From an optimization exercise on the open Yosys and OpenROAD flow, aimed at small area, a short achievable clock period and few clock cycles per item; shortcuts taken in it are not production practice. In this exercise RTL edits were held to simulation tests only and were not proved equivalent to the original. Power is estimated from default activity; no workload was simulated.

==> flow/design.v <==
module DT(
	input			clk,
	input			reset,
	output	reg		done,
	output	reg		sti_rd,
	output		[9:0]	sti_addr,
	input		[15:0]	sti_di,
	output	reg		res_wr,
	output	reg		res_rd,
	output	reg	[13:0]	res_addr,
	output		[7:0]	res_do,
	input		[7:0]	res_di,
	output	reg		fw_finish
	);
function lt6;
	input [5:0] x, y;
	reg [5:0] gt, lt;
	integer i;
	begin
		lt6 = 1'b0;
		for (i = 0; i < 6; i = i + 1)
			lt6 = (~x[i] & y[i]) | (~(x[i] & ~y[i]) & lt6);
	end
endfunction
function [5:0] min6;
	input [5:0] x, y;
	min6 = lt6(x, y) ? x : y;
endfunction
function [3:0] lsb16;
	input [15:0] v;
	integer i;
	begin
		lsb16 = 4'd0;
		for (i = 15; i >= 0; i = i - 1)
			if (v[i]) lsb16 = i[3:0];
	end
endfunction
reg s_init, s_fdec, s_fra, s_frb, s_fw, s_fend;
reg s_bfind, s_bgo, s_bru, s_brv, s_bf, s_bl, s_bwn;
reg [5:0] do_r;		 
reg [5:0] a, b;		 
reg [9:0] wcnt;		 
reg [3:0] k;		 
reg xr;			 
reg fobj;		 
reg wv;			 
reg adj;		 
reg nc;			 
assign res_do = {2'b00, do_r};
assign sti_addr = wcnt ^ {10{fw_finish}};
wire [5:0] di = res_di[5:0];
wire [15:0] srot = {sti_di[14:0], sti_di[15]};	 
wire xn = srot[~k];
wire [15:0] sshr = {1'b0, sti_di[15:1]};	 
wire [15:0] masked = sti_di & (16'hFFFF << k);
wire mz = (masked == 16'd0);
wire [3:0] f = lsb16(masked);
wire wend = (wcnt == 10'd1015);
wire flast = (res_addr == 14'd16382);
wire [5:0] min_adi = lt6(a, di) ? a : di;
wire [5:0] min_adi_p1 = min_adi + 6'd1;
wire [5:0] fm1 = do_r - 6'd1;
wire bwrite = lt6(a, fm1) || lt6(di, fm1);
wire fwr = (s_fdec & !fobj) | s_fw;		 
wire badv = (s_bgo & !adj) | (s_bl & !bwrite & !nc) | (s_bwn & !nc);	 
wire bnext = (s_bl & !bwrite & nc) | (s_bwn & nc);	 
wire [6:0] rsrc = s_bgo ? ~wcnt[9:3] : res_addr[13:7];
wire [6:0] csrc = s_bgo ? ~{wcnt[2:0], k} : res_addr[6:0];
wire r_up = (s_fdec & fobj) | s_brv | s_bl;
wire r_dn = s_fw | s_bf | (s_bgo & adj & !wv) | (s_fdec & !fobj & (res_addr[6:0] == 7'd127));
wire c_m1 = s_fw | s_bf | s_bru | s_bwn;
wire c_p1 = (s_fdec & !fobj) | s_fra | s_frb | (s_bgo & adj & !wv);
wire c_p2 = s_fdec & fobj & wv;
wire [6:0] rnext = rsrc + (r_up ? 7'h7f : {6'd0, r_dn});
wire [6:0] cnext = csrc + (c_m1 ? 7'h7f : {5'd0, c_p2, c_p1});
always @(posedge clk or negedge reset) begin
	if (!reset) begin
		s_init <= 1'b1;
		s_fdec <= 1'b0;
		s_fra <= 1'b0;
		s_frb <= 1'b0;
		s_fw <= 1'b0;
		s_fend <= 1'b0;
		s_bfind <= 1'b0;
		s_bgo <= 1'b0;
		s_bru <= 1'b0;
		s_brv <= 1'b0;
		s_bf <= 1'b0;
		s_bl <= 1'b0;
		s_bwn <= 1'b0;
		done <= 1'b0;
		fw_finish <= 1'b0;
		sti_rd <= 1'b0;
		res_wr <= 1'b0;
		res_rd <= 1'b0;
		res_addr <= 14'd16383;
		wcnt <= 10'd0;
		k <= 4'd0;
		xr <= 1'b0;
		fobj <= 1'b0;
		wv <= 1'b0;
	end else begin
		s_init <= 1'b0;
		s_fdec <= s_init | s_fw | (s_fdec & !fobj & !flast);
		s_fra <= s_fdec & fobj & !wv;
		s_frb <= s_fra;
		s_fw <= (s_fdec & fobj & wv) | s_frb;
		s_fend <= s_fdec & !fobj & flast;
		s_bfind <= s_fend | (s_bfind & mz & !wend) | badv;
		s_bgo <= s_bfind & !mz;
		s_bru <= s_bgo & adj & !wv;
		s_brv <= s_bru;
		s_bf <= (s_bgo & adj & wv) | s_brv | bnext;
		s_bl <= s_bf;
		s_bwn <= s_bl & bwrite;
		done <= done | (s_bfind & mz & wend);
		if (s_fend) fw_finish <= 1'b1;
		res_rd <= (s_fdec & fobj) | s_fra | s_frb | (s_bgo & adj) | s_bru | s_brv | s_bf | bnext;
		res_wr <= fwr | (s_bgo & !adj) | (s_bl & bwrite);
		res_addr <= (s_bl & bwrite) ? ~{wcnt, k} : {rnext, cnext};
		sti_rd <= s_init | (fwr & (k == 4'd14)) | s_fend | (s_bfind & mz & !wend) | (badv & (k == 4'd15));
		if (s_fend)
			wcnt <= 10'd8;
		else if ((fwr & (k == 4'd14)) | (s_bfind & mz & !wend) | (badv & (k == 4'd15)))
			wcnt <= wcnt + 10'd1;
		if (s_fend | (s_bfind & mz))
			k <= 4'd0;
		else if (s_bfind)
			k <= f;
		else if (fwr | (s_bgo & !adj) | (s_bl & !bwrite) | s_bwn)
			k <= k + 4'd1;
		if (fwr) xr <= xn;
		if (s_fdec & !fobj) fobj <= xn & xr;
		else if (s_fw) fobj <= xn;
		if ((s_fdec & !fobj) | s_fend | (s_bgo & !adj)) wv <= 1'b0;
		else if (s_fw | s_bl) wv <= 1'b1;
	end
end
always @(posedge clk) begin
	if (s_fend | (s_bfind & mz)) adj <= 1'b0;
	else if (s_bfind) adj <= adj & (f == k);
	else if (s_bgo) adj <= 1'b1;
	if (s_bf) nc <= sshr[k];
	if (s_init) do_r <= 6'd0;
	else if (s_fdec & !fobj) do_r <= {5'd0, xr};
	else if (s_fw) do_r <= min_adi_p1;
	else if (s_bgo & !adj) do_r <= 6'd1;
	else if (s_bf) do_r <= di;
	else if (s_bl & bwrite) do_r <= min_adi_p1;
	if (s_fdec & fobj) a <= wv ? min6(a, do_r) : do_r;
	else if (s_fra | s_frb | s_brv) a <= min_adi;
	else if (s_fw | s_bl) a <= min6(b, di);
	else if (s_bru) a <= di;
	else if (s_bf) a <= min6(a, do_r);
	if (s_frb | s_fw | s_brv | s_bl) b <= di;
end
endmodule
clock: 5.0 ns
lec_check: 0
cap_margin: 20
core_margin: 2
core_utilization: 55
place_density: 0.7
setup_slack_margin: 1.5
slew_margin: 20
standard.sh (not shown) runs the stock make flow with config.mk's settings and CLKGATE_MAP_FILE= SYNTH_SCRIPT=/design/flow/synth_recipe.tcl, a recipe that flattens the netlist after the stock synthesis.
==> flow/flow/run.sh <==
#!/bin/bash
# Standard layout, with plain buffers (instead of delay cells) on the ports.
set -o pipefail
bash standard.sh "BUFFER_PORTS_ARGS=-buffer_cell sky130_fd_sc_hd__buf_1" finish > flow.log 2>&1
The baseline completed with no timing, DRC or antenna violations.
Testbench counts at the start, summed over its fixed seeds: cycles 1,042,110, images 32.
Edit:
ABC_AREA = 1   (was default)
The new run ran to the end with no violations.
Combinational power came out lower slightly.
Utilization came out lower by 1.6 points.
Synthesized area came out higher slightly.
Routed wire length came out higher by a few percent.
Edit:
==> flow/run.sh (new file) <==
#!/bin/bash
# synth_recipe.tcl (not shown) runs the flow's synth.tcl, then flattens the netlist and writes it again
# the make line also repeats each setting of config.mk as NAME=value (left out here)
make -C /OpenROAD-flow-scripts/flow DESIGN_CONFIG=/design/flow/config.mk WORK_HOME=/design/flow/orfs CLKGATE_MAP_FILE= SYNTH_SCRIPT=/design/flow/synth_recipe.tcl finish
ABC_AREA = default   (was 1)
SETUP_SLACK_MARGIN = 1.75   (was 1.5)
removed: flow/flow/run.sh
removed: flow/standard.sh
Cell count falls by 16%.
Maximum frequency drops by 3.9%.
Setup slack is worse by 0.13 ns.
Clock-buffer cell count stays the same.
Non-clock buffer count rose by 17.

---

## run 1
RTL: the design.v shown in full above, as it stands there.
==> flow/config.mk <==
export PLATFORM = sky130hd
export DESIGN_NAME = DT
export DESIGN_NICKNAME = DT
export VERILOG_FILES = /design/flow/design.v
export SDC_FILE = /design/flow/constraint.sdc
export NUM_CORES = 4
export LEC_CHECK = 0
export CAP_MARGIN = 20
export CORE_MARGIN = 2
export CORE_UTILIZATION = 55
export PLACE_DENSITY = 0.7
export SETUP_SLACK_MARGIN = 1.5
export SLEW_MARGIN = 20
==> flow/constraint.sdc <==
create_clock -name core_clock -period 5.0 [get_ports {clk}]
set_input_delay 1.0000 -clock core_clock [delete_from_list [all_inputs] [get_ports {clk}]]
set_output_delay 1.0000 -clock core_clock [all_outputs]
set_load 0.01 [all_outputs]
run.sh (not shown) runs the stock make flow with config.mk's settings and CLKGATE_MAP_FILE= SYNTH_SCRIPT=/design/flow/synth_recipe.tcl, a recipe that flattens the netlist after the stock synthesis.
Stock flow here: none of the scripts above is used.
Testbench counts of run 1, summed over its fixed seeds: cycles 1,042,110, images 32.
For run 2, these inputs were changed with respect to run 1:
# run 1
export LEC_CHECK = 0
export CAP_MARGIN = 20
export CORE_MARGIN = 2
export CORE_UTILIZATION = 55
export PLACE_DENSITY = 0.7
export SETUP_SLACK_MARGIN = 1.5
export SLEW_MARGIN = 20
create_clock -name core_clock -period 5.0 [get_ports {clk}]
# run 2
export LEC_CHECK = 0
export CAP_MARGIN = 20
export CORE_MARGIN = 2
export CORE_UTILIZATION = 55
export PLACE_DENSITY = 0.7
export SETUP_SLACK_MARGIN = 2.0
export SLEW_MARGIN = 20
create_clock -name core_clock -period 5.0 [get_ports {clk}]
Notes after the runs:
Result: PASS for each of run 1 and run 2
| via count of the first global-routing pass | run 2 vs run 1 | 281 higher |
Power went up by more than 10% going from run 1 to run 2.
Run 2 against run 1: cell area went up, sequential share of layout area went down, wire length on met3 increased by 25% relative to the old numbers.
The following lists how run 3 was set up differently from run 2:
# run 2
export LEC_CHECK = 0
export CAP_MARGIN = 20
export CORE_MARGIN = 2
export CORE_UTILIZATION = 55
export PLACE_DENSITY = 0.7
export SETUP_SLACK_MARGIN = 2.0
export SLEW_MARGIN = 20
create_clock -name core_clock -period 5.0 [get_ports {clk}]
# run 3
export LEC_CHECK = 0
export ABC_AREA = 1
export CAP_MARGIN = 20
export CORE_MARGIN = 2
export CORE_UTILIZATION = 55
export PLACE_DENSITY = 0.7
export SETUP_SLACK_MARGIN = 2.0
export SLEW_MARGIN = 20
create_clock -name core_clock -period 5.0 [get_ports {clk}]
==> flow/flow/run.sh (new file) <==
#!/bin/bash
# Standard layout, with plain buffers (instead of delay cells) on the ports.
set -o pipefail
bash standard.sh "BUFFER_PORTS_ARGS=-buffer_cell sky130_fd_sc_hd__buf_1" finish > flow.log 2>&1
==> flow/standard.sh (new file) <==
#!/bin/bash
# synth_recipe.tcl (not shown) runs the flow's synth.tcl, then flattens the netlist and writes it again
# the make line also repeats each setting of config.mk as NAME=value (left out here)
make -C /OpenROAD-flow-scripts/flow DESIGN_CONFIG=/design/flow/config.mk WORK_HOME=/design/flow/orfs CLKGATE_MAP_FILE= SYNTH_SCRIPT=/design/flow/synth_recipe.tcl "${@:-finish}"
removed: flow/run.sh
==> notes.md <==
- Summary: with run 2 as the reference, post-synthesis cell type count in run 3 moved down by more than a quarter.
- Of run 3 and run 2, the run reporting the lower global-route met3 utilization was run 3.
- Run 3 vs run 2, iteration count of the initial detailed-routing pass went up by 1.
- Looking at area of the die, run 3 sits 0.69% above run 2.

[afterwards: timing with drivers on the ports]
Ports are ideal in the flow. The routed layouts listed here were re-timed in OpenROAD. Step 1: set_driving_cell puts a clkbuf_16 on clk and a buf_2 on each other input, an assumption about the parent block. Step 2 times the ports against the registers' clock, not the clock port: input delays grow and output delays shrink by t, the midpoint of the rising clock arrivals with the driver on. a / b / c = ideal ports / drivers / drivers and shift; a / b = the first two.
run | shift t [ns] | setup slack, ns | cell pins on the clock port's net
the first run of note 1 | 0.377 | 1.629 / 1.641 / 1.264 | 1
the second run of note 1 | 0.370 | 1.854 / 1.854 / 1.546 | 1
the third run of note 1 | 0.389 | 1.726 / 1.726 / 1.427 | 1
run 1 | 0.366 | 1.601 / 1.610 / 1.244 | 1
run 2 | 0.393 | 1.633 / 1.633 / 1.561 | 1
run 3 | 0.371 | 2.156 / 2.170 / 1.799 | 1
After both steps setup and hold are still met in every run listed. For the first run of note 1, which loses most, drivers alone change the setup slack by +0.012 ns; drivers and shift together by -0.365 ns.
